What follows belongs to an exercise in optimizing a design on an open flow for small area, a short achievable clock period and few clock cycles per item; a production flow would make more cautious choices. Only simulation tests tie the RTL to the original design; equivalence was not proved.

`constraint.sdc`:
```
create_clock -name core_clock -period 90.0 [get_ports {clk}]
set_input_delay 18.0000 -clock core_clock [delete_from_list [all_inputs] [get_ports {clk}]]
set_output_delay 18.0000 -clock core_clock [all_outputs]
set_load 0.01 [all_outputs]
```
`run.sh`:
```
#!/bin/bash
# synth_recipe.tcl (not shown) runs the flow's synth.tcl, then flattens the netlist and writes it again
# the make line also repeats each setting of config.mk as NAME=value (left out here)
make -C /OpenROAD-flow-scripts/flow DESIGN_CONFIG=/design/flow/config.mk WORK_HOME=/design/flow/orfs CLKGATE_MAP_FILE= SYNTH_SCRIPT=/design/flow/synth_recipe.tcl finish
```
`design.v`:
```
`timescale 1ns/1ps
module fft8_f32_stream (
    input  wire        clk,
    input  wire        rst_n,
    input  wire        s_valid,
    output wire        s_ready,
    input  wire [31:0] s_real,
    input  wire [31:0] s_imag,
    output reg         m_valid,
    input  wire        m_ready,
    output reg  [31:0] m_real,
    output reg  [31:0] m_imag
);
    function [31:0] fz;
        input [31:0] x;
        begin fz = {x[31] & (x[30:23] != 8'd0), x[30:0]}; end
    endfunction
    function [31:0] fnz;
        input [31:0] x;
        begin fnz = {~x[31] & (x[30:23] != 8'd0), x[30:0]}; end
    endfunction
    function [31:0] ftriv;
        input [31:0] x, y;
        begin
            if (x[30:23] == 8'd0 && y[30:23] == 8'd0) ftriv = {x[31] & y[31], 31'd0};
            else if (x[30:23] == 8'd0)                ftriv = y;
            else                                      ftriv = x;
        end
    endfunction
    function [31:0] fflip;
        input [31:0] x;
        begin fflip = {~x[31], x[30:0]}; end
    endfunction
    function [63:0] tw2;
        input [63:0] b;
        begin tw2 = {fz(b[31:0]), fnz(b[63:32])}; end
    endfunction
    function [63:0] tw0;
        input [63:0] b;
        begin tw0 = {fz(b[63:32]), fz(b[31:0])}; end
    endfunction
    reg        hv, tv;
    reg [63:0] h, t;             
    reg [2:0]  ph;               
    reg [7:0]  po;               
    reg        srdy;             
    reg        mvn;              
    reg        dm;               
    reg        fvc, fv1, fv2;    
    reg        skv;              
    reg [63:0] sk;
    wire in_ok  = po[0] ? (hv | fv1 | fv2) : (dm | hv);
    wire adv    = ~skv & in_ok;
    wire dmy    = po[0] ? ~hv : dm;
    wire pop    = adv & ~dmy;
    assign s_ready = srdy;
    wire h_en = pop | ~hv;
    wire t_en = hv & ~pop & ~tv;
    always @(posedge clk) begin
        if (h_en) h <= tv ? t : {s_real, s_imag};
        if (t_en) t <= {s_real, s_imag};
    end
    always @(posedge clk or negedge rst_n) begin
        if (!rst_n) begin
            hv   <= 1'b0;
            tv   <= 1'b0;
            srdy <= 1'b1;
        end else begin
            if (h_en) hv <= tv | s_valid;
            if (t_en) begin
                tv   <= s_valid;
                srdy <= ~s_valid;
            end else if (pop) begin
                tv   <= 1'b0;
                srdy <= 1'b1;
            end
        end
    end
    always @(posedge clk or negedge rst_n) begin
        if (!rst_n) begin
            ph  <= 3'd0;
            po  <= 8'd1;
            dm  <= 1'b0;
            fvc <= 1'b0;
            fv1 <= 1'b0;
            fv2 <= 1'b0;
        end else if (adv) begin
            ph <= ph + 3'd1;
            po <= {po[6:0], po[7]};
            if (po[0]) begin
                fvc <= hv;
                dm  <= ~hv;
            end
            if (po[7]) begin
                fv1 <= fvc;
                fv2 <= fv1;
            end
        end
    end
    reg [63:0] d1, d2, d3, d4;       
    reg [63:0] e1;
    reg [63:0] ss1, ss2, ss3, ss4;   
    reg [63:0] mm;                   
    reg        mzr, mzi;             
    reg [63:0] tt1, tt3;             
    reg [63:0] g1, g2;               
    reg [63:0] u1, u3;
    reg [63:0] f1, f2, f3, f4;       
    wire [63:0] xp, xq, yp, yq;      
    wire [63:0] tw;                  
    always @(posedge clk) begin
        if (adv) begin
            d1 <= ph[2] ? xq : h;
            d2 <= d1;
            d3 <= d2;
            d4 <= d3;
            e1 <= d4;
            g1 <= yp;
            g2 <= g1;
            f1 <= yq;
            f2 <= f1;
            f3 <= f2;
            f4 <= f3;
            if (ph[2] || po[2]) begin
                ss1 <= xp;
                ss2 <= ss1;
                ss3 <= ss2;
                ss4 <= ss3;
            end
            if (po[1]) begin
                u1 <= yp;
                u3 <= yq;
            end
            if (po[2]) tt1 <= tw;
            if (po[3]) tt3 <= tw;
        end
    end
    wire [63:0] cin = po[1] ? g1 : f2;
    wire [31:0] cm_r, cm_i;
    fft8_cmul cmr (.x(cin[63:32]), .y(cm_r));
    fft8_cmul cmi (.x(cin[31:0]),  .y(cm_i));
    always @(posedge clk) begin
        if (adv) begin
            mm  <= {cm_r, cm_i};
            mzr <= (cin[62:55] == 8'd0);
            mzi <= (cin[30:23] == 8'd0);
        end
    end
    wire        w3  = po[3];
    wire [31:0] pr  = mm[63:32];
    wire [31:0] pi  = mm[31:0];
    wire [31:0] nr  = mzr ? 32'd0 : fflip(pr);     
    wire [31:0] ni  = mzi ? 32'd0 : fflip(pi);     
    wire        triv = (pr[30:23] == 8'd0) | (pi[30:23] == 8'd0);
    wire [31:0] tra = w3 ? ftriv(nr, fflip(ni)) : ftriv(pr, fflip(ni));
    wire [31:0] tia = w3 ? ftriv(ni, nr)        : ftriv(pi, nr);
    wire        x_tw = ~ph[2];
    wire [63:0] xa   = d4;
    wire [63:0] xb   = tw0(h);
    wire [31:0] xra  = x_tw ? (w3 ? fflip(pr) : pi) : xa[63:32];
    wire [31:0] xrb  = x_tw ? (w3 ? pi : pr)        : xb[63:32];
    fft8_as xr (.a(xra),       .b(xrb),      .p(xp[63:32]), .q(xq[63:32]));
    fft8_as xi (.a(xa[31:0]),  .b(xb[31:0]), .p(xp[31:0]),  .q(xq[31:0]));
    assign tw = triv ? {tra, tia} : {xp[63:32], xq[63:32]};
    wire [63:0] ya = ({64{po[0]}} & d3) | ({64{po[1]}} & e1) |
                     ({64{po[2] | po[3]}} & ss4) | ({64{po[4]}} & g2) |
                     ({64{po[5]}} & u1) | ({64{po[6]}} & f4) | ({64{po[7]}} & u3);
    wire [63:0] yb = ({64{po[0]}} & tw2(d1)) | ({64{po[1]}} & tw2(d3)) |
                     ({64{po[2] | po[3]}} & tw0(ss2)) | ({64{po[4]}} & tw0(g1)) |
                     ({64{po[5]}} & tt1) | ({64{po[6]}} & tw2(f3)) | ({64{po[7]}} & tt3);
    fft8_as yr (.a(ya[63:32]), .b(yb[63:32]), .p(yp[63:32]), .q(yq[63:32]));
    fft8_as yi (.a(ya[31:0]),  .b(yb[31:0]),  .p(yp[31:0]),  .q(yq[31:0]));
    wire [63:0] po_d = ph[2] ? yp : f4;
    wire        po_v = ph[2] ? fv1 : fv2;
    wire        o_free = mvn | m_ready;
    always @(posedge clk) begin
        if (o_free & (adv | skv)) {m_real, m_imag} <= adv ? po_d : sk;
        if (adv & ~o_free) sk <= po_d;
    end
    always @(posedge clk or negedge rst_n) begin
        if (!rst_n) begin
            m_valid <= 1'b0;
            mvn     <= 1'b1;
            skv     <= 1'b0;
        end else if (adv) begin
            if (o_free) begin
                m_valid <= po_v;
                mvn     <= ~po_v;
            end else if (po_v) skv <= 1'b1;
        end else if (skv & o_free) begin
            m_valid <= 1'b1;
            mvn     <= 1'b0;
            skv     <= 1'b0;
        end else if (m_ready) begin
            m_valid <= 1'b0;
            mvn     <= 1'b1;
        end
    end
endmodule
module fft8_as (
    input  wire [31:0] a,
    input  wire [31:0] b,
    output wire [31:0] p,
    output wire [31:0] q
);
    wire        sa = a[31];
    wire        sb = b[31];
    wire [7:0]  ea = a[30:23];
    wire [7:0]  eb = b[30:23];
    wire        za = (ea == 8'd0);
    wire        zb = (eb == 8'd0);
    wire [22:0] fa = za ? 23'd0 : a[22:0];
    wire [22:0] fb = zb ? 23'd0 : b[22:0];
    wire        swap = {ea, fa} < {eb, fb};
    wire [7:0]  er   = swap ? eb : ea;
    wire [7:0]  es   = swap ? ea : eb;
    wire [7:0]  sh   = er - es;
    wire [23:0] mbig = swap ? {~zb, fb} : {~za, fa};
    wire [23:0] msm0 = swap ? {~za, fa} : {~zb, fb};
    wire        far  = (sh[7:5] != 3'd0) || (sh[4] & sh[3]);
    wire [23:0] msm  = far ? 24'd0 : (msm0 >> sh[4:0]);
    wire [24:0] s    = {1'b0, mbig} + {1'b0, msm};
    wire [31:0] ra   = {sa, er + {7'd0, s[24]}, s[24] ? s[23:1] : s[22:0]};
    wire [23:0] d    = mbig - msm;
    reg  [4:0]  lz;
    integer k;
    always @(*) begin
        lz = 5'd23;
        for (k = 0; k < 24; k = k + 1)
            if (d[k]) lz = 5'd23 - k[4:0];
    end
    wire [7:0]  shn  = (er < {3'd0, lz}) ? er : {3'd0, lz};
    wire [23:0] dn   = d << shn[4:0];
    wire [31:0] rs   = (d == 24'd0) ? 32'd0 : {sa ^ swap, er - shn, dn[22:0]};
    wire same = (sa == sb);
    assign p = same ? ra : rs;
    assign q = same ? rs : ra;
endmodule
module fft8_cmul (
    input  wire [31:0] x,
    output wire [31:0] y
);
    function [47:0] radd;    
        input [47:0] a, b;
        input ci;
        reg c;
        integer i;
        begin
            c = ci;
            for (i = 0; i < 48; i = i + 1) begin
                radd[i] = a[i] ^ b[i] ^ c;
                c = (a[i] & b[i]) | (c & (a[i] ^ b[i]));
            end
        end
    endfunction
    wire [7:0]  e  = x[30:23];
    wire [47:0] m  = {24'd0, 1'b1, x[22:0]};
    wire [47:0] t5   = radd(m, m << 2, 1'b0);                  
    wire [47:0] t180 = radd(t5 << 5, t5 << 2, 1'b0);           
    wire [47:0] y181 = radd(t180, m, 1'b0);                    
    wire [34:0] y7   = {y181[31:0], 3'd0} - {3'd0, y181[31:0]};
    wire [47:0] pr   = {y181[31:0], 16'd0} + {13'd0, y7};
    wire        p47 = pr[47];
    wire [7:0]  er  = p47 ? e : e - 8'd1;
    wire [22:0] mr  = p47 ? pr[46:24] : pr[45:23];
    assign y = (e == 8'd0) ? 32'd0 : {x[31], er, mr};
endmodule
```
`config.mk`:
```
export PLATFORM = sky130hd
export DESIGN_NAME = fft8_f32_stream
export DESIGN_NICKNAME = fft8_f32_stream
export VERILOG_FILES = /design/flow/design.v
export SDC_FILE = /design/flow/constraint.sdc
export NUM_CORES = 4
export LEC_CHECK = 0
export CAP_MARGIN = 35
export CORE_MARGIN = 2
export CORE_UTILIZATION = 45
export PLACE_DENSITY = 0.55
export SLEW_MARGIN = 35
```
==> results of run 1 <==
## metal layers
layer	GRT usage	routed length, um	share of wire
met4	0.133	18200	0.044
met3	0.0690	45300	0.11
met1	0.522	179000	0.43
met2	0.507	175000	0.42
met5	0	127	0.00030
## cells in the final DEF, fill, tap and decap left out, types with 70 or more instances in the layout
cell type        netlist  layout
buf_4                  6     142
nand2_1              932     927
or3_1                 70      70
o21a_1                83      83
o21ai_0              426     421
nand3_1              300     300
o211ai_1              72      72
nor3_1               222     219
nor2_1               729     723
a222oi_1             145     145
a211oi_1             110     108
clkbuf_16              0     167
nor4_1                73      72
nor2b_1               87      87
a22oi_1              270     270
and3_1               109     109
clkdlybuf4s50_1        0     132
xnor2_1              237     218
a31oi_1               87      84
a21o_1               112     112
and2_1                79      75
edfxtp_1            1538    1538
a21oi_1              612     606
mux2i_1              561     555
nand2b_1              85      84
fa_1                 138     138
inv_1                496     494
ha_1                 481     481
mux2_2               272     272
## per-stage QoR
stage / hold slack, ns / instance area, sq um
after detailed placement: 0.405 / 107000
after global placement: 0.400 / 107000
after floorplan: 0.400 / 102000
after global routing: 0.413 / 112000
after CTS: 0.406 / 112000
final: 0.401 / 112000
## kinds of logic (layout without fill, tap and decap cells)
family	after synthesis	after routing	synth area share
multiplexers	860	860	0.0904
buffers and inverters	1074	1097	0.0408
XOR/XNOR	292	292	0.0250
flip-flops	1559	1559	0.457
other	0	9	0
AO/OA/AOI/OAI	2504	2504	0.167
adder cells (fa/ha/maj)	619	619	0.0860
AND/OR/NAND/NOR	2903	2903	0.133
## how the worst min path moves through the flow
stage | from | endpoint | slack, ns | cells past startpoint
detailed placement | d2[14] | d3[14] | 0.40 | 0
global placement | d2[56] | d3[56] | 0.40 | 0
global route | f1[58] | f2[58] | 0.41 | 0
CTS | ss1[61] | ss2[61] | 0.41 | 0
floorplan | d2[0] | d3[0] | 0.40 | 0
finish | ss1[61] | ss2[61] | 0.40 | 0
## cell type report
type                            instances  area [sq um]
Timing Repair Buffer                  300          2820
Tap cell                             2992          3740
Clock buffer                          194          4280
Sequential cell                      1559         46700
Multi-Input combinational cell       7178         51800
Inverter                              509          1920
Antenna cell                            9          22.5
Fill cell                           20600        113000
Clock inverter                         94           963
==> flow_summary.json, run 1 <==
{
  "fin_crit_sh": 0.221,
  "setup_slack_ns": 70.14,
  "numCtsBuffers": 164,
  "status": "timing/DRC/antenna clean",
  "clk_latency_ns": 0.83,
  "rr_startpoint": "po[1]",
  "arrival_ns": 1.86,
  "nNetsFinal": 10400,
  "r2r-end": "mm[21]",
  "synth-edff-count": 1538,
  "drc": 0,
  "grt_pass1_wl_mm": 582,
  "crit_buf_inv": 1,
  "wirelength_mm": 418,
  "hold_violations": 0,
  "yosys.cell_count.top_type": "edfxtp_1",
  "overflow": 0,
  "cts_resized": 0,
  "grt_pass1_vias": 76300,
  "dp_cells": 12500,
  "setup_violations": 0,
  "crit_path_end": "s_ready",
  "synth_fp_nets": 10500,
  "netlist_area_sq_um": 102000,
  "worst_r2r_path_depth": 57,
  "grt_usage": 0.353,
  "io_buffers": 133,
  "dpl_worst_slack_ns": 70.06,
  "die_h_um": 480,
  "synth_cells": 9811,
  "async_reset_ff_frac": 0.0135,
  "holdCritPathClass": "reg -> reg",
  "yosys_warnings": 3,
  "grt_max_degree": 144,
  "cp_slowest_stage_delay_ns": 0.53,
  "tritoncts": "done",
  "startpoint_type": "flip-flop",
  "io_pins": 134,
  "wire_per_inst_um": 32.6,
  "crit_path_end_kind": "primary output",
  "grt_antenna_before_repair": 33,
  "drive_gt1_frac": 0.0932,
  "setup_tns_ns": 0,
  "slew_headroom": 0.254,
  "skew_ns": 0.0407,
  "vias": 83800,
  "path_depth": 1,
  "slew_viol_final": 0,
  "synth_top_cell_by_area": "edfxtp_1",
  "critical_path.cell_chain": "clkdlybuf4s50_1",
  "initial_core_util": 0.453,
  "htree_num_levels": 4,
  "seq_area_frac_synth": 0.457,
  "gp_congestion": 1.01,
  "dp.final_hpwl_mm": 328,
  "dieArea_sq_um": 231000,
  "critPathSlowestCell": "dfstp_2",
  "ys_types": 122,
  "synth_area_leaders": "edfxtp_1 45%, ha_1 5.9%, mux2i_1 5.5%",
  "fin_cells": 12800,
  "cp-startpoint": "srdy",
  "cts_setup_buffers": 0,
  "ys_top_cells_by_count": "1538 x edfxtp_1, 932 x nand2_1, 729 x nor2_1",
  "firstDrtPassIters": 10,
  "die_x_um": 480,
  "syn2layout_area_growth_pct": 9.92,
  "clock-sinks": 1559,
  "crit_family": "flip-flops",
  "avgSynthCellArea_sq_um": 10.4,
  "fmax_mhz": 50.4,
  "maxCapViolations": 0,
  "fin_crit_ns": 19.86,
  "fin_util": 0.498,
  "worstPathMaxFanout": 2,
  "rsz0062_at_grt": "false",
  "num_rows": 174,
  "drtAntennaViolNets": 0,
  "tightest_slew_ns": 1.11,
  "clock_path_buffers": 3,
  "synthFlopType": "edfxtp_1",
  "cts.hold.buffers_added": 0,
  "yosysTopAreaCellShare": 0.452,
  "synth_seq_cells": 1559,
  "clk_pin_slew_worst_paths_ns": 0.06,
  "viasPerCell": 6.53,
  "drt_iter0_drc": 12400,
  "path_class": "reg -> out",
  "design.core.area_sq_um": 225000,
  "crit_required_ns": 72.00,
  "regToRegSetupSlack_ns": 70.40,
  "cts-root-buf": "clkbuf_16"
}
Testbench counts, summed over its fixed seeds: cycles 3,184, frames 384.
==> run 2: changes to the inputs <==
--- a/config.mk
+++ b/config.mk
@@ -8,5 +8,5 @@
 export CAP_MARGIN = 35
 export CORE_MARGIN = 2
-export CORE_UTILIZATION = 45
-export PLACE_DENSITY = 0.55
+export CORE_UTILIZATION = 30
+export PLACE_DENSITY = 0.4
 export SLEW_MARGIN = 35
==> run 2 against run 1 <==
Against the previous run: highest routed layer unchanged; clock skew up 0.014 ns; still clean on timing, DRC and antenna; via count decreased by 1.0%; area after synthesis unchanged.
==> flow_summary.json, run 2 <==
{
  "status": "timing/DRC/antenna clean",
  "fin_area_sq_um": 115000,
  "design.core.area_sq_um": 339000,
  "avgSynthCellArea_sq_um": 10.4,
  "fmax_mhz": 50.2,
  "grt_antenna_before_repair": 42,
  "drive_gt1_frac": 0.101,
  "syn2layout_area_growth_pct": 12.6,
  "ys_types": 122,
  "busiest_layer": "met2",
  "dpl_worst_slack_ns": 69.71,
  "io_pins": 134,
  "overflow": 0,
  "final_cell_mix": "1538 x edfxtp_1, 926 x nand2_1, 723 x nor2_1",
  "worst_r2r_path_depth": 56,
  "synth_top_cell_by_area": "edfxtp_1",
  "path_depth": 1,
  "yosysTopAreaCellShare": 0.452,
  "cp-startpoint": "srdy",
  "fin_cells": 14500,
  "setup_violations": 0,
  "dieArea_sq_um": 345000,
  "arrival_ns": 1.91,
  "startpoint_type": "flip-flop",
  "synth_area_leaders": "edfxtp_1 45%, ha_1 5.9%, mux2i_1 5.5%",
  "firstDrtPassIters": 9,
  "numCtsBuffers": 185,
  "netlist_area_sq_um": 102000,
  "cts_resized": 0,
  "wire_per_inst_um": 32.5,
  "hold_violations": 0,
  "die_x_um": 587,
  "synth-edff-count": 1538,
  "synth_cells": 9811,
  "crit_path_end_kind": "primary output",
  "yosys.cell_count.top_type": "edfxtp_1",
  "fin_crit_ns": 19.91,
  "grt_use_met1": 0.386,
  "yosys_warnings": 3,
  "regArea_sq_um": 46700,
  "skew_ns": 0.0543,
  "setup_slack_ns": 70.09,
  "gp_congestion": 0.958,
  "use_met3": 0.0378,
  "grt_usage": 0.263,
  "num_rows": 214,
  "rr_startpoint": "po[1]",
  "crit_required_ns": 72.00,
  "crit_path_end": "s_ready",
  "wirelength_mm": 471,
  "slew_headroom": 0.264,
  "path_class": "reg -> out",
  "tightest_slew_ns": 1.10,
  "fin_crit_sh": 0.221,
  "layout_commonest_cell": "edfxtp_1",
  "tritoncts": "done",
  "place_area_sq_um": 109000,
  "cts-root-buf": "clkbuf_16",
  "drtAntennaViolNets": 0,
  "cts_setup_buffers": 0,
  "worstPathMaxFanout": 2,
  "rsz0062_at_grt": "false",
  "vias": 83000,
  "cts.hold.buffers_added": 0,
  "synth_fp_nets": 10500,
  "viasPerCell": 5.73,
  "use_met2": 0.395,
  "grt_pass1_vias": 77800,
  "crit_family": "flip-flops",
  "clock_path_buffers": 4,
  "nNetsFinal": 10500,
  "htree_num_levels": 4,
  "r2r-end": "mm[29]",
  "synth_seq_cells": 1559,
  "cp_slowest_stage_delay_ns": 0.53,
  "fin_util": 0.339,
  "initial_core_util": 0.301,
  "synthFlopType": "edfxtp_1",
  "whs_ns": 0.401,
  "drt_iter0_drc": 11000,
  "grt_pass1_wl_mm": 644,
  "drc": 0,
  "seq_area_frac_synth": 0.457,
  "multi_input_area_sq_um": 51800,
  "async_reset_ff_frac": 0.0135,
  "clk_latency_ns": 0.90,
  "holdCritPathClass": "reg -> reg",
  "setup_tns_ns": 0,
  "ys_top_cells_by_count": "1538 x edfxtp_1, 932 x nand2_1, 729 x nor2_1",
  "fillers": 34300,
  "regToRegSetupSlack_ns": 70.38,
  "maxCapViolations": 0,
  "die_h_um": 587,
  "crit_buf_inv": 1,
  "slew_viol_final": 0,
  "grt_max_degree": 131,
  "critical_path.cell_chain": "clkdlybuf4s50_1",
  "io_buffers": 133,
  "dp_cells": 14100,
  "dp.final_hpwl_mm": 375,
  "clock-sinks": 1559,
  "critPathSlowestCell": "dfstp_2",
  "clk_pin_slew_worst_paths_ns": 0.06
}
[run 2: cell counts after synthesis]
No cell type changed its count.
[run 2: worst min path at each step]
stage,slack (ns),end,cells past startpoint,from
5_1_grt,0.41,d3[12],0,d2[12]
2_1_floorplan,0.40,d3[0],0,d2[0]
3_3_place_gp,0.40,d3[25],0,d2[25]
6_report,0.40,ss4[4],0,ss3[4]
3_5_place_dp,0.40,d3[15],0,d2[15]
4_1_cts,0.41,ss4[4],0,ss3[4]
[run 2: metal layers]
| metal | vias to the layer above | routed length, um | share of wire |
|---|---|---|---|
| li1 | 36900 | - | - |
| met2 | 3491 | 202000 | 0.43 |
| met4 | 20 | 17900 | 0.038 |
| met3 | 505 | 33500 | 0.071 |
| met5 | - | 138 | 0.00029 |
| met1 | 42000 | 217000 | 0.46 |
[run 2: cell type report]
class / count / share of cell area
antenna: 14 / 0.000305
clock buffer: 227 / 0.0421
clock inverter: 106 / 0.00831
timing repair buffer: 343 / 0.0264
multi-input combinational: 7178 / 0.451
inverter: 509 / 0.0167
sequential: 1559 / 0.406
tap: 4536 / 0.0493
[run 2: kinds of logic (layout without fill, tap and decap cells)]
group           Yosys count  in the layout  synth area share
xor+xnor                292            292            0.0250
flops                  1559           1559             0.457
simple gates           2903           2903             0.133
fa+ha+maj               619            619            0.0860
other cells               0             14                 0
buf+inv                1074           1185            0.0408
mux                     860            860            0.0904
compound gates         2504           2504             0.167
==> run 3: changes to the inputs <==
--- a/design.v
+++ b/design.v
@@ -40,6 +40,6 @@
         begin tw0 = {fz(b[63:32]), fz(b[31:0])}; end
     endfunction
-    reg        hv, tv;
-    reg [63:0] h, t;             
+    reg        hv;
+    reg [63:0] h;                
     reg [2:0]  ph;               
     reg [7:0]  po;               
@@ -54,58 +54,51 @@
     wire dmy    = po[0] ? ~hv : dm;
     wire pop    = adv & ~dmy;
+    wire [63:0] po_d;                
+    wire        po_v;
+    wire        o_free = mvn | m_ready;
+    wire       hv_n  = srdy ? s_valid : hv;
+    wire [7:0] po_n  = adv ? {po[6:0], po[7]} : po;
+    wire       dm_n  = (adv & po[0]) ? ~hv : dm;
+    wire       fvc_n = (adv & po[0]) ? hv : fvc;
+    wire       fv1_n = (adv & po[7]) ? fvc : fv1;
+    wire       fv2_n = (adv & po[7]) ? fv1 : fv2;
+    wire       skv_n = adv ? (~o_free & po_v) : (skv & ~o_free);
+    wire       adv_n = ~skv_n & (po_n[0] ? (hv_n | fv1_n | fv2_n) : (dm_n | hv_n));
+    wire       pop_n = adv_n & ~(po_n[0] ? ~hv_n : dm_n);
     assign s_ready = srdy;
-    wire h_en = pop | ~hv;
-    wire t_en = hv & ~pop & ~tv;
-    always @(posedge clk) begin
-        if (h_en) h <= tv ? t : {s_real, s_imag};
-        if (t_en) t <= {s_real, s_imag};
+    always @(posedge clk) begin
+        if (srdy) h <= {s_real, s_imag};
     end
     always @(posedge clk or negedge rst_n) begin
         if (!rst_n) begin
             hv   <= 1'b0;
-            tv   <= 1'b0;
             srdy <= 1'b1;
+            ph   <= 3'd0;
+            po   <= 8'd1;
+            dm   <= 1'b0;
+            fvc  <= 1'b0;
+            fv1  <= 1'b0;
+            fv2  <= 1'b0;
         end else begin
-            if (h_en) hv <= tv | s_valid;
-            if (t_en) begin
-                tv   <= s_valid;
-                srdy <= ~s_valid;
-            end else if (pop) begin
-                tv   <= 1'b0;
-                srdy <= 1'b1;
-            end
-        end
-    end
-    always @(posedge clk or negedge rst_n) begin
-        if (!rst_n) begin
-            ph  <= 3'd0;
-            po  <= 8'd1;
-            dm  <= 1'b0;
-            fvc <= 1'b0;
-            fv1 <= 1'b0;
-            fv2 <= 1'b0;
-        end else if (adv) begin
-            ph <= ph + 3'd1;
-            po <= {po[6:0], po[7]};
-            if (po[0]) begin
-                fvc <= hv;
-                dm  <= ~hv;
-            end
-            if (po[7]) begin
-                fv1 <= fvc;
-                fv2 <= fv1;
-            end
+            hv   <= hv_n;
+            srdy <= ~hv_n | pop_n;
+            if (adv) ph <= ph + 3'd1;
+            po   <= po_n;
+            dm   <= dm_n;
+            fvc  <= fvc_n;
+            fv1  <= fv1_n;
+            fv2  <= fv2_n;
         end
     end
     reg [63:0] d1, d2, d3, d4;       
-    reg [63:0] e1;
     reg [63:0] ss1, ss2, ss3, ss4;   
-    reg [63:0] mm;                   
+    reg [63:0] rr;                   
     reg        mzr, mzi;             
-    reg [63:0] tt1, tt3;             
-    reg [63:0] g1, g2;               
-    reg [63:0] u1, u3;
+    reg [63:0] tt1;                  
+    reg [63:0] u1;
+    reg [63:0] u3;
     reg [63:0] f1, f2, f3, f4;       
     wire [63:0] xp, xq, yp, yq;      
+    wire [31:0] cm_r, cm_i;          
     wire [63:0] tw;                  
     always @(posedge clk) begin
@@ -115,7 +108,4 @@
             d3 <= d2;
             d4 <= d3;
-            e1 <= d4;
-            g1 <= yp;
-            g2 <= g1;
             f1 <= yq;
             f2 <= f1;
@@ -123,9 +113,11 @@
             f4 <= f3;
             if (ph[2] || po[2]) begin
-                ss1 <= xp;
-                ss2 <= ss1;
+                ss1 <= po[2] ? yp : xp;
                 ss3 <= ss2;
                 ss4 <= ss3;
             end
+            if (ph[2] || po[2] || po[3]) ss2 <= po[3] ? yp : ss1;
+            if (po[0]) tt1 <= yp;
+            if (po[1]) tt1 <= f1;
             if (po[1]) begin
                 u1 <= yp;
@@ -133,14 +125,14 @@
             end
             if (po[2]) tt1 <= tw;
-            if (po[3]) tt3 <= tw;
-        end
-    end
-    wire [63:0] cin = po[1] ? g1 : f2;
-    wire [31:0] cm_r, cm_i;
+            if (po[0]) rr <= d4;
+            if (po[1] || po[2]) rr <= {cm_r, cm_i};
+            if (po[3]) rr <= tw;
+        end
+    end
+    wire [63:0] cin = tt1;
     fft8_cmul cmr (.x(cin[63:32]), .y(cm_r));
     fft8_cmul cmi (.x(cin[31:0]),  .y(cm_i));
     always @(posedge clk) begin
         if (adv) begin
-            mm  <= {cm_r, cm_i};
             mzr <= (cin[62:55] == 8'd0);
             mzi <= (cin[30:23] == 8'd0);
@@ -148,6 +140,6 @@
     end
     wire        w3  = po[3];
-    wire [31:0] pr  = mm[63:32];
-    wire [31:0] pi  = mm[31:0];
+    wire [31:0] pr  = rr[63:32];
+    wire [31:0] pi  = rr[31:0];
     wire [31:0] nr  = mzr ? 32'd0 : fflip(pr);     
     wire [31:0] ni  = mzi ? 32'd0 : fflip(pi);     
@@ -163,15 +155,14 @@
     fft8_as xi (.a(xa[31:0]),  .b(xb[31:0]), .p(xp[31:0]),  .q(xq[31:0]));
     assign tw = triv ? {tra, tia} : {xp[63:32], xq[63:32]};
-    wire [63:0] ya = ({64{po[0]}} & d3) | ({64{po[1]}} & e1) |
-                     ({64{po[2] | po[3]}} & ss4) | ({64{po[4]}} & g2) |
+    wire [63:0] ya = ({64{po[0]}} & d3) | ({64{po[1]}} & rr) |
+                     ({64{po[2] | po[3]}} & ss4) | ({64{po[4]}} & ss1) |
                      ({64{po[5]}} & u1) | ({64{po[6]}} & f4) | ({64{po[7]}} & u3);
     wire [63:0] yb = ({64{po[0]}} & tw2(d1)) | ({64{po[1]}} & tw2(d3)) |
-                     ({64{po[2] | po[3]}} & tw0(ss2)) | ({64{po[4]}} & tw0(g1)) |
-                     ({64{po[5]}} & tt1) | ({64{po[6]}} & tw2(f3)) | ({64{po[7]}} & tt3);
+                     ({64{po[2] | po[3] | po[4]}} & tw0(ss2)) |
+                     ({64{po[5]}} & tt1) | ({64{po[6]}} & tw2(f3)) | ({64{po[7]}} & rr);
     fft8_as yr (.a(ya[63:32]), .b(yb[63:32]), .p(yp[63:32]), .q(yq[63:32]));
     fft8_as yi (.a(ya[31:0]),  .b(yb[31:0]),  .p(yp[31:0]),  .q(yq[31:0]));
-    wire [63:0] po_d = ph[2] ? yp : f4;
-    wire        po_v = ph[2] ? fv1 : fv2;
-    wire        o_free = mvn | m_ready;
+    assign po_d = ph[2] ? yp : f4;
+    assign po_v = ph[2] ? fv1 : fv2;
     always @(posedge clk) begin
         if (o_free & (adv | skv)) {m_real, m_imag} <= adv ? po_d : sk;
@@ -183,16 +174,13 @@
             mvn     <= 1'b1;
             skv     <= 1'b0;
-        end else if (adv) begin
-            if (o_free) begin
-                m_valid <= po_v;
-                mvn     <= ~po_v;
-            end else if (po_v) skv <= 1'b1;
-        end else if (skv & o_free) begin
-            m_valid <= 1'b1;
-            mvn     <= 1'b0;
-            skv     <= 1'b0;
-        end else if (m_ready) begin
-            m_valid <= 1'b0;
-            mvn     <= 1'b1;
+        end else begin
+            skv <= skv_n;
+            if (o_free & (adv | skv)) begin
+                m_valid <= adv ? po_v : 1'b1;
+                mvn     <= adv ? ~po_v : 1'b0;
+            end else if (m_ready) begin
+                m_valid <= 1'b0;
+                mvn     <= 1'b1;
+            end
         end
     end
==> run 3 against run 2 <==
Against the previous run: worst setup slack got worse by 0.37 ns; via count fell by 1.1%; hold slack got worse by 0.023 ns; final cell count fell by 3.9%; non-clock buffer count rose by 13; critical path type unchanged; fmax fell by 1.8%; global-route usage rose by 2.5 points; sequential share of layout area fell by 5.0 points; register-to-register slack improved by 0.90 ns; largest cell class unchanged.
==> flow_summary.json, run 3 <==
{
  "yosys.cell_count.top_type": "edfxtp_1",
  "synth_cells": 9752,
  "clk_pin_slew_worst_paths_ns": 0.06,
  "wire_per_inst_um": 33.7,
  "avgSynthCellArea_sq_um": 9.50,
  "clk_latency_ns": 0.90,
  "drc": 0,
  "overflow": 0,
  "synth_top_family_by_area": "compound AO/OA/AOI/OAI gates",
  "fin_util": 0.339,
  "grt_pass1_vias": 77100,
  "synth_area_leaders": "edfxtp_1 39%, ha_1 6.5%, mux2i_1 6.1%",
  "synthFlopType": "edfxtp_1",
  "initial_core_util": 0.301,
  "setup_tns_ns": 0,
  "synth_compound_gate_area_share": 0.192,
  "critPathSlowestCell": "dfstp_4",
  "crit_path_end_kind": "primary output",
  "async_reset_ff_frac": 0.0162,
  "status": "timing/DRC/antenna clean",
  "grt_max_degree": 130,
  "holdCritPathClass": "reg -> reg",
  "hold_violations": 0,
  "synth_top_cell_by_area": "edfxtp_1",
  "grt_pass1_wl_mm": 640,
  "numCtsBuffers": 157,
  "whs_ns": 0.379,
  "synth-edff-count": 1218,
  "tritoncts": "done",
  "die_x_um": 560,
  "critical_path.cell_chain": "clkdlybuf4s50_1",
  "crit_buf_inv": 1,
  "layout_commonest_cell": "edfxtp_1",
  "yosys_warnings": 3,
  "synth-xor-area-share": 0.0263,
  "clock_path_buffers": 4,
  "netlist_area_sq_um": 92700,
  "ys_top_cells_by_count": "1218 x edfxtp_1, 928 x nand2_1, 854 x nor2_1",
  "wirelength_mm": 469,
  "maxCapViolations": 0,
  "io_buffers": 133,
  "cts-root-buf": "clkbuf_16",
  "synthMuxAreaShare": 0.0915,
  "crit_required_ns": 72.00,
  "worstPathMaxFanout": 4,
  "cts_setup_buffers": 0,
  "ys_types": 114,
  "tightest_slew_ns": 1.14,
  "fin_area_sq_um": 104000,
  "cp_slowest_stage_delay_ns": 0.79,
  "nNetsFinal": 10300,
  "synth_fp_nets": 10400,
  "path_class": "reg -> out",
  "seq_area_frac_synth": 0.400,
  "dieArea_sq_um": 313000,
  "gp_congestion": 0.980,
  "htree_num_levels": 4,
  "final_cell_mix": "1218 x edfxtp_1, 928 x nand2_1, 843 x nor2_1",
  "firstDrtPassIters": 7,
  "rsz0062_at_grt": "false",
  "drtAntennaViolNets": 0,
  "num_rows": 204,
  "fmax_mhz": 49.3,
  "die_h_um": 560,
  "clock-sinks": 1238,
  "slew_viol_final": 0,
  "cts_resized": 0,
  "drive_gt1_frac": 0.0926,
  "synth_seq_cells": 1238,
  "skew_ns": 0.101,
  "syn2layout_area_growth_pct": 12.5,
  "dp.final_hpwl_mm": 369,
  "yosysTopAreaCellShare": 0.395,
  "crit_family": "flip-flops",
  "vias": 82000,
  "fin_crit_sh": 0.225,
  "design.core.area_sq_um": 308000,
  "place_area_sq_um": 99100,
  "startpoint_type": "flip-flop",
  "viasPerCell": 5.90,
  "drt_iter0_drc": 11100,
  "synth_simple_gate_area_frac": 0.147,
  "slew_headroom": 0.241,
  "cts.hold.buffers_added": 0,
  "grt_antenna_before_repair": 24,
  "grt_usage": 0.288,
  "io_pins": 134,
  "fin_crit_ns": 20.28,
  "synthAdderAreaFrac": 0.0945,
  "setup_violations": 0,
  "arrival_ns": 2.28
}
==> run 3: worst paths after layout <==
check | from | end | slack (ns) | depth (start not counted)
setup / recovery | srdy | s_ready | 69.72 | 1
hold / removal | ss3[52] | ss4[52] | 0.38 | 0
min in group asynchronous | rst_n | m_valid | 17.08 | 1
hold reg to reg | ss3[52] | ss4[52] | 0.38 | 0
setup reg to reg | po[0] | m_imag[30] | 71.28 | 55
max in group asynchronous | rst_n | po[4] | 72.52 | 1
==> run 3: kinds of logic (layout without fill, tap and decap cells) <==
kind of cell | count (synthesis) | after routing
other | 0 | 13
AO/OA/AOI/OAI | 2678 | 2678
AND/OR/NAND/NOR | 2971 | 2971
buffers and inverters | 1168 | 1197
XOR/XNOR | 278 | 278
flip-flops | 1238 | 1238
adder cells (fa/ha/maj) | 617 | 617
multiplexers | 802 | 802
==> run 3: per-stage QoR <==
| step | setup WS [ns] | instances |
|---|---|---|
| floorplan | 67.04 | 9752 |
| global route | 69.69 | 13900 |
| global placement | 69.69 | 13600 |
| finish | 69.72 | 13900 |
| detailed placement | 69.69 | 13600 |
| CTS | 69.63 | 13900 |
==> run 3: area by class of cell <==
| type | count | area, sq um |
|---|---|---|
| repair buffers | 356 | 3100 |
| clock inverters | 92 | 1020 |
| well taps | 4120 | 5150 |
| inverters | 563 | 2130 |
| flip-flops and latches | 1238 | 37100 |
| clock buffers | 186 | 4060 |
| multi-input cells | 7346 | 51700 |
| fillers | 31700 | 204000 |
| diodes | 13 | 32.5 |
==> run 3: layer usage <==
metal | part of all wire | track usage | routed length [um] | up-vias
met5 | 0.00057 | 0 | 267 | -
met4 | 0.053 | 0.131 | 24900 | 10
met3 | 0.073 | 0.0342 | 34300 | 582
met2 | 0.43 | 0.439 | 203000 | 3791
met1 | 0.44 | 0.408 | 206000 | 41500
li1 | - | - | - | 36100
Testbench counts of run 3, summed over its fixed seeds: cycles 3,184, frames 384.
==> run 4: changes to the inputs <==
--- a/design.v
+++ b/design.v
@@ -36,4 +36,8 @@
         begin tw2 = {fz(b[31:0]), fnz(b[63:32])}; end
     endfunction
+    function [63:0] tw2n;
+        input [63:0] b;
+        begin tw2n = {fflip(fz(b[31:0])), fflip(fnz(b[63:32]))}; end
+    endfunction
     function [63:0] tw0;
         input [63:0] b;
@@ -45,4 +49,5 @@
     reg [7:0]  po;               
     reg        srdy;             
+    reg        hbz;              
     reg        mvn;              
     reg        dm;               
@@ -57,5 +62,5 @@
     wire        po_v;
     wire        o_free = mvn | m_ready;
-    wire       hv_n  = srdy ? s_valid : hv;
+    wire       hv_n  = hbz ? hv : s_valid;
     wire [7:0] po_n  = adv ? {po[6:0], po[7]} : po;
     wire       dm_n  = (adv & po[0]) ? ~hv : dm;
@@ -68,5 +73,5 @@
     assign s_ready = srdy;
     always @(posedge clk) begin
-        if (srdy) h <= {s_real, s_imag};
+        if (!hbz) h <= {s_real, s_imag};
     end
     always @(posedge clk or negedge rst_n) begin
@@ -74,4 +79,5 @@
             hv   <= 1'b0;
             srdy <= 1'b1;
+            hbz  <= 1'b0;
             ph   <= 3'd0;
             po   <= 8'd1;
@@ -83,4 +89,5 @@
             hv   <= hv_n;
             srdy <= ~hv_n | pop_n;
+            hbz  <= hv_n & ~pop_n;
             if (adv) ph <= ph + 3'd1;
             po   <= po_n;
@@ -96,5 +103,4 @@
     reg        mzr, mzi;             
     reg [63:0] tt1;                  
-    reg [63:0] u1;
     reg [63:0] u3;
     reg [63:0] f1, f2, f3, f4;       
@@ -120,8 +126,5 @@
             if (po[0]) tt1 <= yp;
             if (po[1]) tt1 <= f1;
-            if (po[1]) begin
-                u1 <= yp;
-                u3 <= yq;
-            end
+            if (po[1]) u3 <= yp;
             if (po[2]) tt1 <= tw;
             if (po[0]) rr <= d4;
@@ -157,6 +160,6 @@
     wire [63:0] ya = ({64{po[0]}} & d3) | ({64{po[1]}} & rr) |
                      ({64{po[2] | po[3]}} & ss4) | ({64{po[4]}} & ss1) |
-                     ({64{po[5]}} & u1) | ({64{po[6]}} & f4) | ({64{po[7]}} & u3);
-    wire [63:0] yb = ({64{po[0]}} & tw2(d1)) | ({64{po[1]}} & tw2(d3)) |
+                     ({64{po[5] | po[6]}} & f4) | ({64{po[7]}} & u3);
+    wire [63:0] yb = ({64{po[0]}} & tw2(d1)) | ({64{po[1]}} & tw2n(d3)) |
                      ({64{po[2] | po[3] | po[4]}} & tw0(ss2)) |
                      ({64{po[5]}} & tt1) | ({64{po[6]}} & tw2(f3)) | ({64{po[7]}} & rr);
==> run 4 against run 3 <==
Against the previous run: non-clock buffer count up 6; area after synthesis decreased by 0.37%; worst setup slack improved by 0.41 ns; routed wire length up 3.5%; hold slack got worse by 0.016 ns; final cell count up 0.40%; critical path depth unchanged; critical path type unchanged; highest routed layer unchanged.
==> flow_summary.json, run 4 <==
{
  "yosysTopAreaCellShare": 0.375,
  "netlist_area_sq_um": 92300,
  "clock-sinks": 1175,
  "initial_core_util": 0.302,
  "crit_buf_inv": 1,
  "maxCapViolations": 0,
  "gp_congestion": 1.00,
  "regToRegSetupSlack_ns": 71.35,
  "vias": 84100,
  "arrival_ns": 1.87,
  "async_reset_ff_frac": 0.0179,
  "yosys.cell_count.top_type": "edfxtp_1",
  "critPathSlowestCell": "clkdlybuf4s50_1",
  "startpoint_type": "flip-flop",
  "crit_family": "buffers and inverters",
  "synth_cells": 9846,
  "grt_usage": 0.300,
  "whs_ns": 0.363,
  "crit_path_end_kind": "primary output",
  "tightest_slew_ns": 1.12,
  "setup_violations": 0,
  "io_pins": 134,
  "dieArea_sq_um": 312000,
  "htree_num_levels": 4,
  "status": "timing/DRC/antenna clean",
  "holdCritPathClass": "reg -> reg",
  "io_buffers": 133,
  "synth_area_leaders": "edfxtp_1 38%, ha_1 6.5%, mux2i_1 4.6%",
  "drt_iter0_drc": 11300,
  "design.core.area_sq_um": 306000,
  "num_rows": 203,
  "ys_types": 146,
  "rsz0062_at_grt": "false",
  "syn2layout_area_growth_pct": 11.7,
  "dp.final_hpwl_mm": 382,
  "grt_antenna_before_repair": 47,
  "fillers": 31500,
  "numCtsBuffers": 148,
  "drc": 0,
  "grt_pass1_wl_mm": 655,
  "skew_ns": 0.0989,
  "viasPerCell": 6.02,
  "drtAntennaViolNets": 0,
  "critical_path.cell_chain": "clkdlybuf4s50_1",
  "slew_headroom": 0.256,
  "cts_resized": 0,
  "setup_slack_ns": 70.13,
  "nNetsFinal": 10400,
  "wire_per_inst_um": 34.8,
  "synth_seq_cells": 1175,
  "dp_cells": 13700,
  "avgSynthCellArea_sq_um": 9.38,
  "worstPathMaxFanout": 1,
  "fin_area_sq_um": 103000,
  "overflow": 0,
  "fmax_mhz": 50.3,
  "synth_top_cell_by_area": "edfxtp_1",
  "fin_crit_sh": 0.221,
  "crit_required_ns": 72.00,
  "cts-root-buf": "clkbuf_16",
  "fin_cells": 14000,
  "firstDrtPassIters": 10,
  "cts_setup_buffers": 0,
  "synth-edff-count": 1154,
  "cp_slowest_stage_delay_ns": 0.54,
  "clock_path_buffers": 4,
  "yosys_warnings": 3,
  "seq_area_frac_synth": 0.381,
  "setup_tns_ns": 0,
  "ys_top_cells_by_count": "1154 x edfxtp_1, 924 x nand2_1, 836 x nor2_1",
  "die_h_um": 559,
  "dpl_worst_slack_ns": 70.16,
  "layout_commonest_cell": "edfxtp_1",
  "tritoncts": "done",
  "clk_latency_ns": 0.90,
  "wirelength_mm": 486,
  "synth_fp_nets": 10500,
  "synthFlopType": "edfxtp_1",
  "final_cell_mix": "1154 x edfxtp_1, 922 x nand2_1, 826 x nor2_1",
  "slew_viol_final": 0,
  "path_class": "reg -> out",
  "clk_pin_slew_worst_paths_ns": 0.07,
  "drive_gt1_frac": 0.100,
  "fin_util": 0.337,
  "fin_crit_ns": 19.87,
  "grt_max_degree": 130,
  "hold_violations": 0,
  "cts.hold.buffers_added": 0,
  "place_area_sq_um": 98500,
  "die_x_um": 559,
  "grt_pass1_vias": 78500
}
==> run 4: cell count changes after synthesis, moves of 32 or more <==
cell      previous run  this run
inv_1              547       474
a31oi_1             98       138
clkbuf_1           486       454
o21ai_0            500       580
mux2i_1            563       424
a211oi_1            86       126
edfxtp_1          1218      1154
nand3_1            303       227
mux2_2             220       185
a222oi_1           129        64
==> run 4: cells by family (layout without fill, tap and decap cells) <==
logic type                 after synthesis  after routing  synth area share
AOI/OAI and AO/OA                     3044           3044             0.221
xor gates and xnor gates               306            306            0.0290
adders and majority gates              617            617            0.0948
buffers and inverters                 1112           1115            0.0488
DFF                                   1175           1175             0.381
muxes                                  646            646            0.0757
other                                    0             21                 0
and+or+nand+nor                       2946           2946             0.149
==> run 4: area by class of cell <==
cell class | instances | area (sq um) | share of cell area
inverter | 495 | 1890 | 0.0183
tap | 4100 | 5130 | 0.0497
sequential | 1175 | 35200 | 0.341
multi-input combinational | 7559 | 53200 | 0.516
clock inverter | 67 | 500 | 0.00485
antenna | 21 | 52.6 | 0.000509
timing repair buffer | 362 | 3120 | 0.0303
clock buffer | 191 | 4020 | 0.0390
==> run 4: worst paths after layout <==
| kind | startpoint | to | depth (start not counted) |
|---|---|---|---|
| min reg2reg | ss3[35] | ss4[35] | 0 |
| max | srdy | s_ready | 1 |
| max reg2reg | po[1] | tt1[30] | 53 |
| max in group asynchronous | rst_n | ph[2] | 1 |
| min in group asynchronous | rst_n | m_valid | 1 |
| min | ss3[35] | ss4[35] | 0 |
==> run 4: layer usage <==
layer,routed length [um],vias to the layer above,global-route usage
met4,27500,22,0.149
met5,161,-,0
met3,38900,789,0.0566
met1,201000,42600,0.393
li1,-,36700,-
met2,218000,3970,0.473
Testbench counts of run 4, summed over its fixed seeds: cycles 3,184, frames 384.
==> run 5: changes to the inputs <==
==> flow/run.sh (new file) <==
#!/bin/bash
# The standard layout (standard synthesis included), except that the port
# buffers are plain buffers rather than the delay cells the placer picks by
# default. Every input and output port still gets its own buffer.
set -euo pipefail
export BUFFER_PORTS_ARGS="-buffer_cell sky130_fd_sc_hd__buf_2"
bash standard.sh > standard.log 2>&1
==> standard.sh (new file) <==
#!/bin/bash
# synth_recipe.tcl (not shown) runs the flow's synth.tcl, then flattens the netlist and writes it again
# the make line also repeats each setting of config.mk as NAME=value (left out here)
make -C /OpenROAD-flow-scripts/flow DESIGN_CONFIG=/design/flow/config.mk WORK_HOME=/design/flow/orfs CLKGATE_MAP_FILE= SYNTH_SCRIPT=/design/flow/synth_recipe.tcl "${@:-finish}"
removed: run.sh
==> run 5 against run 4 <==
Against the previous run: still clean; first-iteration DRC count rose by 6.6%; hold slack better by 0.036 ns; clock-buffer cell count up 6; sequential share of layout area up 0.12 points; final cell count about the same; fmax up 2.2%; largest cell class unchanged.
==> flow_summary.json, run 5 <==
{
  "status": "timing/DRC/antenna clean",
  "path_depth": 1,
  "fmax_mhz": 51.4,
  "grt_pass1_wl_mm": 664,
  "synthFlopType": "edfxtp_1",
  "num_rows": 203,
  "netlist_area_sq_um": 92300,
  "synth_cells": 9846,
  "wire_per_inst_um": 35.2,
  "crit_required_ns": 72.00,
  "grt_antenna_before_repair": 55,
  "dieArea_sq_um": 312000,
  "htree_num_levels": 4,
  "r2r-end": "tt1[30]",
  "die_h_um": 559,
  "worstPathMaxFanout": 1,
  "dp.final_hpwl_mm": 388,
  "initial_core_util": 0.302,
  "regToRegSetupSlack_ns": 71.28,
  "holdCritPathClass": "reg -> reg",
  "rsz0062_at_grt": "false",
  "dpl_worst_slack_ns": 70.57,
  "grt_usage": 0.305,
  "fin_crit_ns": 19.44,
  "die_x_um": 559,
  "maxCapViolations": 0,
  "grt_pass1_vias": 78500,
  "critPathSlowestCell": "dfstp_2",
  "firstDrtPassIters": 10,
  "rr_startpoint": "po[3]",
  "cts_resized": 0,
  "crit_family": "flip-flops",
  "async_reset_ff_frac": 0.0179,
  "fin_area_sq_um": 103000,
  "path_class": "reg -> out",
  "fin_crit_sh": 0.216,
  "grt_max_degree": 152,
  "ys_types": 146,
  "syn2layout_area_growth_pct": 11.3,
  "final_cell_mix": "1154 x edfxtp_1, 923 x nand2_1, 827 x nor2_1",
  "place_area_sq_um": 97900,
  "arrival_ns": 1.44,
  "skew_ns": 0.110,
  "cts.hold.buffers_added": 0,
  "crit_path_end": "s_ready",
  "synthMuxAreaShare": 0.0757,
  "synth_top_family_by_area": "compound AO/OA/AOI/OAI gates",
  "wirelength_mm": 492,
  "drc": 0,
  "overflow": 0,
  "drt_iter0_drc": 12000,
  "clk_latency_ns": 0.91,
  "tritoncts": "done",
  "design.core.area_sq_um": 306000,
  "setup_violations": 0,
  "cts_setup_buffers": 0,
  "cts-root-buf": "clkbuf_16",
  "ys_top_cells_by_count": "1154 x edfxtp_1, 924 x nand2_1, 836 x nor2_1",
  "seq_area_frac_synth": 0.381,
  "viasPerCell": 6.05,
  "synth_simple_gate_area_frac": 0.149,
  "crit_buf_inv": 1,
  "critical_path.cell_chain": "buf_2",
  "synth_compound_gate_area_share": 0.221,
  "yosysTopAreaCellShare": 0.375,
  "synthAdderAreaFrac": 0.0948,
  "cp_slowest_stage_delay_ns": 0.51,
  "yosys_warnings": 3,
  "avgSynthCellArea_sq_um": 9.38,
  "synth_top_cell_by_area": "edfxtp_1",
  "synth_seq_cells": 1175,
  "slew_headroom": 0.248,
  "yosys.cell_count.top_type": "edfxtp_1",
  "synth-xor-area-share": 0.0290,
  "vias": 84500,
  "gp_congestion": 1.02,
  "crit_path_end_kind": "primary output",
  "setup_tns_ns": 0,
  "tightest_slew_ns": 1.12,
  "hold_violations": 0,
  "fin_cells": 14000,
  "io_pins": 134,
  "numCtsBuffers": 150,
  "clock_path_buffers": 4,
  "drive_gt1_frac": 0.114,
  "layout_commonest_cell": "edfxtp_1",
  "synth_fp_nets": 10500,
  "synth_area_leaders": "edfxtp_1 38%, ha_1 6.5%, mux2i_1 4.6%",
  "clock-sinks": 1175,
  "io_buffers": 133,
  "drtAntennaViolNets": 0,
  "clk_pin_slew_worst_paths_ns": 0.06,
  "startpoint_type": "flip-flop",
  "nNetsFinal": 10400,
  "slew_viol_final": 0,
  "setup_slack_ns": 70.56,
  "synth-edff-count": 1154,
  "cp-startpoint": "srdy",
  "worst_r2r_path_depth": 53,
  "dp_cells": 13700
}
-- run 5: changes by cell type in the layout (fill, tap and decap cells not counted), sizes merged --
cell	delta
clkdlybuf4s50	-132
clkbuf	+7
inv	+3
clkinv	-8
clkinvlp	-7
buf	+141
diode	-2
bufinv	+3
-- run 5: kinds of logic after synthesis --
| group | after synthesis |
|---|---|
| AND/OR/NAND/NOR | 2946 |
| XOR/XNOR | 306 |
| multiplexers | 646 |
| flip-flops | 1175 |
| adder cells (fa/ha/maj) | 617 |
| buffers and inverters | 1112 |
| AO/OA/AOI/OAI | 3044 |
-- run 5: worst reg2reg max path: cells and delay by family, from the launching register on --
family | cells | cell delay [ns]
buffers and inverters | 6 | 2.66
adders and majority gates | 4 | 1.77
xor gates and xnor gates | 2 | 0.60
AOI/OAI and AO/OA | 23 | 6.39
DFF | 1 | 0.75
and+or+nand+nor | 15 | 4.89
muxes | 3 | 1.52
-- run 5: worst min path at each step --
stage          endpoint  startpoint  slack, ns  depth (start not counted)
4_1_cts          ss4[9]      ss3[9]       0.38                          0
3_5_place_dp     d3[16]      d2[16]       0.40                          0
6_report         f3[13]      f2[13]       0.40                          0
2_1_floorplan     d3[0]       d2[0]       0.40                          0
5_1_grt          f3[33]      f2[33]       0.40                          0
3_3_place_gp    ss4[34]     ss3[34]       0.40                          0
-- run 5: cell type report --
| cell class | count | area (sq um) |
|---|---|---|
| inverter | 495 | 1890 |
| fill | 31500 | 203000 |
| tap | 4100 | 5130 |
| multi-input combinational | 7559 | 53200 |
| antenna | 19 | 47.5 |
| timing repair buffer | 372 | 2620 |
| clock buffer | 197 | 4080 |
| clock inverter | 58 | 573 |
| sequential | 1175 | 35200 |
-- run 5: metal layers --
| layer | up-vias | GRT usage | part of all wire |
|---|---|---|---|
| li1 | 36800 | - | - |
| met1 | 42500 | 0.401 | 0.41 |
| met2 | 4329 | 0.481 | 0.45 |
| met3 | 816 | 0.0503 | 0.079 |
| met4 | 22 | 0.158 | 0.062 |
| met5 | - | 0 | 0.00031 |
-- run 5: through the flow --
step                 util  hold slack [ns]
floorplan               -            0.400
CTS                 0.335            0.385
detailed placement  0.320            0.405
finish              0.336            0.399
global route        0.336            0.400
global placement    0.319            0.400
==> run 6: changes to the inputs <==
--- a/design.v
+++ b/design.v
@@ -99,9 +99,8 @@
     end
     reg [63:0] d1, d2, d3, d4;       
-    reg [63:0] ss1, ss2, ss3, ss4;   
+    reg [63:0] sa, sb, sc, sd;
     reg [63:0] rr;                   
     reg        mzr, mzi;             
-    reg [63:0] tt1;                  
-    reg [63:0] u3;
+    reg [63:0] u3;                   
     reg [63:0] f1, f2, f3, f4;       
     wire [63:0] xp, xq, yp, yq;      
@@ -118,20 +117,13 @@
             f3 <= f2;
             f4 <= f3;
-            if (ph[2] || po[2]) begin
-                ss1 <= po[2] ? yp : xp;
-                ss3 <= ss2;
-                ss4 <= ss3;
-            end
-            if (ph[2] || po[2] || po[3]) ss2 <= po[3] ? yp : ss1;
-            if (po[0]) tt1 <= yp;
-            if (po[1]) tt1 <= f1;
-            if (po[1]) u3 <= yp;
-            if (po[2]) tt1 <= tw;
-            if (po[0]) rr <= d4;
-            if (po[1] || po[2]) rr <= {cm_r, cm_i};
-            if (po[3]) rr <= tw;
-        end
-    end
-    wire [63:0] cin = tt1;
+            if (po[4] || po[2]) sa <= po[4] ? xp : yp;
+            if (po[5] || po[3]) sb <= po[5] ? xp : yp;
+            if (po[6] || po[2]) sc <= po[6] ? xp : tw;
+            if (po[7] || po[3]) sd <= po[7] ? xp : tw;
+            if (po[0] || po[1]) u3 <= yp;
+            rr <= po[0] ? d4 : {cm_r, cm_i};
+        end
+    end
+    wire [63:0] cin = po[1] ? u3 : f2;
     fft8_cmul cmr (.x(cin[63:32]), .y(cm_r));
     fft8_cmul cmi (.x(cin[31:0]),  .y(cm_i));
@@ -159,9 +151,10 @@
     assign tw = triv ? {tra, tia} : {xp[63:32], xq[63:32]};
     wire [63:0] ya = ({64{po[0]}} & d3) | ({64{po[1]}} & rr) |
-                     ({64{po[2] | po[3]}} & ss4) | ({64{po[4]}} & ss1) |
+                     ({64{po[2] | po[4]}} & sa) | ({64{po[3]}} & sb) |
                      ({64{po[5] | po[6]}} & f4) | ({64{po[7]}} & u3);
     wire [63:0] yb = ({64{po[0]}} & tw2(d1)) | ({64{po[1]}} & tw2n(d3)) |
-                     ({64{po[2] | po[3] | po[4]}} & tw0(ss2)) |
-                     ({64{po[5]}} & tt1) | ({64{po[6]}} & tw2(f3)) | ({64{po[7]}} & rr);
+                     ({64{po[2]}} & tw0(sc)) | ({64{po[3]}} & tw0(sd)) |
+                     ({64{po[4]}} & tw0(sb)) | ({64{po[5]}} & sc) |
+                     ({64{po[6]}} & tw2(f3)) | ({64{po[7]}} & sd);
     fft8_as yr (.a(ya[63:32]), .b(yb[63:32]), .p(yp[63:32]), .q(yq[63:32]));
     fft8_as yi (.a(ya[31:0]),  .b(yb[31:0]),  .p(yp[31:0]),  .q(yq[31:0]));
==> run 6 against run 5 <==
Against the previous run: still clean; utilization barely moved; global-route usage fell by 2.5 points; fmax barely moved; routed wire length fell by 11%; clock skew fell by 0.036 ns; clock-buffer cell count fell by 35; hold slack improved by 0.017 ns; first-iteration DRC count fell by 21%; critical endpoint unchanged; largest cell class unchanged; highest routed layer unchanged.
==> flow_summary.json, run 6 <==
{
  "status": "timing/DRC/antenna clean",
  "grt_usage": 0.280,
  "synth_simple_gate_area_frac": 0.145,
  "place_area_sq_um": 94700,
  "crit_family": "flip-flops",
  "synthFlopType": "edfxtp_1",
  "layout_commonest_cell": "edfxtp_1",
  "setup_tns_ns": 0,
  "cts_resized": 0,
  "use_met2": 0.438,
  "regToRegSetupSlack_ns": 71.56,
  "wire_per_inst_um": 32.4,
  "cts.hold.buffers_added": 0,
  "setup_slack_ns": 70.57,
  "drtAntennaViolNets": 0,
  "numCtsBuffers": 141,
  "async_reset_ff_frac": 0.0189,
  "setup_violations": 0,
  "ys_top_cells_by_count": "1090 x edfxtp_1, 851 x nand2_1, 839 x nor2_1",
  "fin_area_sq_um": 99400,
  "crit_path_end_kind": "primary output",
  "crit_buf_inv": 1,
  "avgSynthCellArea_sq_um": 9.39,
  "cts-root-buf": "clkbuf_16",
  "viasPerCell": 5.83,
  "netlist_area_sq_um": 89100,
  "dpl_worst_slack_ns": 70.41,
  "clk_pin_slew_worst_paths_ns": 0.06,
  "ys_types": 123,
  "crit_required_ns": 72.00,
  "synth-edff-count": 1090,
  "grt_pass1_vias": 74600,
  "grt_antenna_before_repair": 41,
  "arrival_ns": 1.43,
  "final_cell_mix": "1090 x edfxtp_1, 851 x nand2_1, 831 x nor2_1",
  "synth-xor-area-share": 0.0293,
  "synth_compound_gate_area_share": 0.196,
  "synth_fp_nets": 10200,
  "die_x_um": 549,
  "syn2layout_area_growth_pct": 11.6,
  "slew_headroom": 0.304,
  "gp_congestion": 0.976,
  "vias": 78600,
  "critical_path.cell_chain": "buf_2",
  "synth_cells": 9492,
  "slew_viol_final": 0,
  "hold_violations": 0,
  "fmax_mhz": 51.5,
  "grt_pass1_wl_mm": 598,
  "num_rows": 200,
  "maxCapViolations": 0,
  "firstDrtPassIters": 6,
  "yosysTopAreaCellShare": 0.367,
  "holdCritPathClass": "reg -> reg",
  "tightest_slew_ns": 1.02,
  "clk_latency_ns": 0.85,
  "drc": 0,
  "overflow": 0,
  "fin_crit_sh": 0.216,
  "fin_crit_ns": 19.43,
  "dp.final_hpwl_mm": 349,
  "yosys_warnings": 3,
  "synth_seq_cells": 1111,
  "worstPathMaxFanout": 1,
  "clock-sinks": 1111,
  "cp_slowest_stage_delay_ns": 0.51,
  "wirelength_mm": 437,
  "drive_gt1_frac": 0.113,
  "synth_top_cell_by_area": "edfxtp_1",
  "io_buffers": 133,
  "yosys.cell_count.top_type": "edfxtp_1",
  "synth_area_leaders": "edfxtp_1 37%, mux2i_1 6.9%, ha_1 6.7%",
  "initial_core_util": 0.301,
  "grt_use_met1": 0.378,
  "busiest_layer": "met2",
  "seq_area_frac_synth": 0.373,
  "cts_setup_buffers": 0,
  "synthMuxAreaShare": 0.110,
  "nNetsFinal": 10100,
  "startpoint_type": "flip-flop",
  "tritoncts": "done",
  "synth_top_family_by_area": "compound AO/OA/AOI/OAI gates",
  "drt_iter0_drc": 9555,
  "dieArea_sq_um": 301000,
  "synthAdderAreaFrac": 0.0983,
  "die_h_um": 549,
  "io_pins": 134,
  "design.core.area_sq_um": 296000,
  "rsz0062_at_grt": "false",
  "htree_num_levels": 4,
  "critPathSlowestCell": "dfstp_2",
  "use_met3": 0.0447,
  "clock_path_buffers": 4,
  "skew_ns": 0.0731,
  "path_class": "reg -> out",
  "grt_max_degree": 106
}
[run 6: changes by cell type in the layout (fill, tap and decap cells not counted), moves of 33 or more]
cell      delta
a21oi_1    -103
nand3_1     +33
a222oi_1    -64
a211oi_1    -49
mux2_2      +62
mux2i_1    +194
edfxtp_1    -64
o211ai_1    -38
a22oi_1    +128
nand2_1     -72
[run 6: logic make-up (layout without fill, tap and decap cells)]
family,count (synthesis),after routing
AO/OA/AOI/OAI,2682,2682
XOR/XNOR,298,298
adder cells (fa/ha/maj),617,617
buffers and inverters,1079,1120
flip-flops,1111,1111
multiplexers,910,910
other,0,13
AND/OR/NAND/NOR,2795,2795
[run 6: cell type report]
cell class	instances	area, sq um
fill	30600	197000
multi-input combinational	7302	52100
sequential	1111	33300
tap	3939	4930
clock buffer	162	3630
timing repair buffer	360	2540
inverter	513	1940
clock inverter	85	963
antenna	13	32.5
[run 6: worst paths after layout]
path                         endpoint  depth (start not counted)   start
min reg2reg                    f2[31]                          0  f1[31]
min                            f2[31]                          0  f1[31]
max                           s_ready                          1    srdy
max reg2reg                m_imag[29]                         63   po[0]
min in group asynchronous       ph[1]                          1   rst_n
max in group asynchronous       po[6]                          1   rst_n
[run 6: metrics by stage]
stage | std cells | hold WS (ns) | util
after global routing | 13500 | 0.418 | 0.335
after global placement | 13200 | 0.401 | 0.318
after floorplan | 9492 | 0.400 | -
final | 13500 | 0.416 | 0.336
after detailed placement | 13200 | 0.405 | 0.320
after CTS | 13500 | 0.413 | 0.335
[run 6: routing by layer]
layer	part of all wire	wire length [um]
met1	0.43	188000
met2	0.45	195000
met3	0.070	30600
met4	0.053	23300
met5	0.00022	95
Testbench counts of run 6, summed over its fixed seeds: cycles 3,184, frames 384.

-- static timing again, ports no longer ideal --
How much do the figures lean on ideal ports? The routed layouts below were timed once more, with nothing changed but the port constraints. Step 1 sets driving cells, clkbuf_16 on the clock port and buf_2 on the other inputs (assumed; they add their load-dependent delay and slew). Step 2 also shifts input and output timing later by t, the mid clock arrival at the registers, as if the neighbouring blocks saw the same clock. Three values: ideal ports, drivers, drivers and shift; two values: the first two.
| run | t (ns) | setup slack, ns | worst setup path at the end | latest minus earliest clock arrival (ns) | slew at the worst register clock pin (ns) |
|---|---|---|---|---|---|
| run 1 | 0.915 | 70.142 / 70.041 / 69.995 | input to register | 0.041 / 0.041 | 0.07 / 0.07 |
| run 2 | 0.970 | 70.089 / 69.989 / 69.692 | input to register | 0.054 / 0.055 | 0.07 / 0.07 |
| run 3 | 0.960 | 69.720 / 69.615 / 69.744 | input to register | 0.101 / 0.101 | 0.08 / 0.08 |
| run 4 | 0.966 | 70.134 / 70.016 / 70.108 | input to register | 0.099 / 0.099 | 0.08 / 0.08 |
| run 5 | 0.958 | 70.558 / 70.451 / 70.567 | input to register | 0.110 / 0.110 | 0.07 / 0.07 |
| run 6 | 0.911 | 70.570 / 70.476 / 70.449 | input to register | 0.073 / 0.074 | 0.07 / 0.07 |
After both steps every run listed still meets setup and hold. For run 2, which loses most, drivers alone change the setup slack by -0.100 ns; drivers and shift together by -0.397 ns.
